This design comes from an exercise in tuning for small area, a short achievable clock period and few clock cycles per item on the open sky130 flow, not from production work. At most, simulation tests tie the RTL to the original design; equivalence was not proved.

== run R ==
==> module givens8_cordic, before the edit <==
module givens8_cordic
(
	input						clk,
	input						rst_n,
	input						start,
	input		[2:0]			index,
	input		[383:0]		data_in,
	output	[383:0]		data_out,
	output					done
);
	localparam [3:0] K_LAST = 4'd4;	 
	reg		[383:0]		r;			 
	reg		[7:0]			ysn;		 
	reg		[2:0]			idx [0:3];	 
	reg						done_r;
	reg		[3:0]			ka  [0:3];	 
	reg		[3:0]			busy;		 
	reg		[3:0]			pre;		 
	reg		[3:0]			rot;		 
	reg		[3:0]			scl;		 
	assign done = done_r;
	assign data_out = r;
	genvar i;
	wire [7:0] ymsb = ~ysn;
	wire [383:0] lane;
	generate for (i = 0; i < 8; i = i + 1) begin : g_lane
		wire [2:0] pi = idx[i/2];
		wire sgn = ymsb[pi];
		wire [3:0] kya = ka[i/2];
		wire signed [23:0] xv = r[24*i +: 24];
		wire signed [23:0] yv = r[192 + 24*i +: 24];
		wire [23:0] ax = pre[i/2] ? 24'd0 : xv;
		wire [23:0] ay = pre[i/2] ? 24'd0 : yv;
		wire [23:0] ysh = yv >>> kya;
		wire [23:0] xsh = xv >>> kya;
		add24 u_ax (.a(ax), .b(ysh ^ {24{sgn}}),  .ci(sgn),  .s(lane[24*i +: 24]));
		add24 u_ay (.a(ay), .b(xsh ^ {24{~sgn}}), .ci(~sgn), .s(lane[192 + 24*i +: 24]));
	end endgenerate
	wire [383:0] ring;
	generate for (i = 0; i < 4; i = i + 1) begin : g_ring
		wire [23:0] e0 = r[24*(2*i)       +: 24];
		wire [23:0] e1 = r[192 + 24*(2*i) +: 24];
		wire [23:0] e2 = r[24*(2*i+1)     +: 24];
		wire [23:0] e3 = r[192 + 24*(2*i+1) +: 24];
		wire [23:0] ps, pc;
		reg  [23:0] qs, qc;
		mulk_csa u_csa (.v(e3), .s(ps), .c(pc));
		always @(posedge clk) begin
			qs <= ps;
			qc <= pc;
		end
		add24 u_cpa (.a(qs), .b(qc), .ci(1'b0), .s(ring[24*(2*i) +: 24]));
		assign ring[192 + 24*(2*i) +: 24] = e0;
		assign ring[24*(2*i+1)     +: 24] = e1;
		assign ring[192 + 24*(2*i+1) +: 24] = e2;
	end endgenerate
	generate for (i = 0; i < 8; i = i + 1) begin : g_pair
		wire [23:0] xd = rot[i/2] ? lane[24*i +: 24] :
		                 scl[i/2] ? ring[24*i +: 24] : data_in[24*i +: 24];
		wire [23:0] yd = rot[i/2] ? lane[192 + 24*i +: 24] :
		                 scl[i/2] ? ring[192 + 24*i +: 24] : data_in[192 + 24*i +: 24];
		always @(posedge clk) begin
			if (busy[i/2] | start) begin
				r[24*i +: 24]       <= xd;
				r[192 + 24*i +: 24] <= yd;
				ysn[i]              <= ~yd[23];
			end
		end
	end endgenerate
	generate for (i = 0; i < 4; i = i + 1) begin : g_seq
		wire go = start & ~busy[i];
		always @(posedge clk or negedge rst_n) begin
			if (!rst_n) begin
				busy[i] <= 1'b0;
				pre[i]  <= 1'b0;
				rot[i]  <= 1'b0;
				scl[i]  <= 1'b0;
				ka[i]   <= 4'd0;
				idx[i]  <= 3'd0;
			end
			else if (go) begin
				busy[i] <= 1'b1;
				pre[i]  <= 1'b1;
				rot[i]  <= 1'b1;
				scl[i]  <= 1'b0;
				ka[i]   <= 4'd0;
				idx[i]  <= index;
			end
			else if (busy[i]) begin
				pre[i] <= 1'b0;
				if (!pre[i]) begin
					ka[i] <= ka[i] + 4'd1;
				end
				if (rot[i] && !pre[i] && ka[i] == 4'd15) begin
					rot[i] <= 1'b0;
					scl[i] <= 1'b1;
				end
				if (scl[i] && ka[i] == K_LAST) begin
					busy[i] <= 1'b0;
					scl[i]  <= 1'b0;
				end
			end
		end
	end endgenerate
	always @(posedge clk or negedge rst_n) begin
		if (!rst_n)
			done_r <= 1'b0;
		else if (start & ~busy[0])
			done_r <= 1'b0;
		else if (scl[0] && ka[0] == K_LAST)
			done_r <= 1'b1;
	end
endmodule
Settings: LEC_CHECK=0, CAP_MARGIN=20, CORE_MARGIN=2, CORE_UTILIZATION=40, CTS_BUF_LIST=sky130_fd_sc_hd__clkbuf_8 sky130_fd_sc_hd__clkbuf_16, CTS_CLUSTER_DIAMETER=100, CTS_CLUSTER_SIZE=20, SLEW_MARGIN=65; clock period 20.0 ns.
standard.sh (not shown) runs the stock make flow with config.mk's settings and CLKGATE_MAP_FILE= SYNTH_SCRIPT=/design/flow/synth_recipe.tcl, a recipe that flattens the netlist after the stock synthesis.
==> flow/flow/run.sh <==
#!/bin/bash
# Standard synthesis (standard.sh synth, unchanged) and the standard ORFS
# layout, with changes only to the cells the layout steps may insert:
# - port buffers are buf_2 (buffer_ports -buffer_cell) instead of the
#   default delay buffer;
# - each layout step marks the delay buffers clkdlybuf4s* don't-use, so the
#   resizer's buffers are ordinary buffers.
set -euo pipefail
bash standard.sh synth > synth.log 2>&1
export BUFFER_PORTS_ARGS="-buffer_cell sky130_fd_sc_hd__buf_2"
H="$PWD/flow/dont_use.tcl"
for step in FLOORPLAN GLOBAL_PLACE RESIZE DETAIL_PLACE REPAIR_TIMING_POST_PLACE CTS GLOBAL_ROUTE DETAIL_ROUTE; do
  export PRE_${step}_TCL="$H"
done
bash standard.sh finish > layout.log 2>&1
==> flow/flow/dont_use.tcl <==
# Sourced at the start of each layout step: keep the resizer from picking the
# slow delay buffers (clkdlybuf4s*) for the buffers it inserts.
set_dont_use [get_lib_cells sky130_fd_sc_hd__clkdlybuf4s*]
Testbench counts of run R, summed over its fixed seeds: cycles 73,608, items 3,200.
Input-level comparison between run C and run R:
--- a/flow/design.v
+++ b/flow/design.v
@@ -475,19 +475,22 @@
 	generate for (i = 0; i < 4; i = i + 1) begin : g_ring
 		wire [23:0] e0 = r[24*(2*i)       +: 24];
 		wire [23:0] e1 = r[192 + 24*(2*i) +: 24];
 		wire [23:0] e2 = r[24*(2*i+1)     +: 24];
 		wire [23:0] e3 = r[192 + 24*(2*i+1) +: 24];
 		wire [23:0] ps, pc;
-		reg  [23:0] qs, qc;
 		mulk_csa u_csa (.v(e3), .s(ps), .c(pc));
+		wire [12:0] lo = {1'b0, ps[11:0]} + {1'b0, pc[11:0]};
+		reg  [12:0] ql;		 
+		reg  [11:0] qs, qc;	 
 		always @(posedge clk) begin
-			qs <= ps;
-			qc <= pc;
+			ql <= lo;
+			qs <= ps[23:12];
+			qc <= pc[23:12];
 		end
-		add24 u_cpa (.a(qs), .b(qc), .ci(1'b0), .s(ring[24*(2*i) +: 24]));
+		assign ring[24*(2*i) +: 24] = {qs + qc + {11'd0, ql[12]}, ql[11:0]};
 		assign ring[192 + 24*(2*i) +: 24] = e0;
 		assign ring[24*(2*i+1)     +: 24] = e1;
 		assign ring[192 + 24*(2*i+1) +: 24] = e2;
 	end endgenerate
 	generate for (i = 0; i < 8; i = i + 1) begin : g_pair
 		wire [23:0] xd = rot[i/2] ? lane[24*i +: 24] :
Findings:
- On multi-input combinational gate total, run R and run C are basically level.
- In run C the share of the core filled with cells turned out 0.15 points lower than in run R.
- Of the two candidates, run R has the better wire length and run C the worse one.
No functional check of the RTL was part of run C.

-- afterwards: timing with drivers on the ports --
Ports are ideal in the flow. The routed layouts listed here were re-timed in OpenROAD.
Step 1 sets driving cells, clkbuf_16 on the clock port and buf_2 on the other inputs (assumed; they add their load-dependent delay and slew).
Step 2 times the ports against the registers' clock, not the clock port: input delays grow and output delays shrink by t, the midpoint of the rising clock arrivals with the driver on.
Slacks: no drivers / after step 1 / after step 2; pairs: no drivers / after step 1.
run	t (ns)	slack for setup (ns)	cell pins on the clock port's net
run R	0.776	14.043 / 13.967 / 14.004	1
run C	0.800	13.941 / 13.941 / 13.941	1
After both steps every run listed still meets setup and hold. For run R, which loses most, drivers alone change the setup slack by -0.076 ns; drivers and shift together by -0.039 ns.
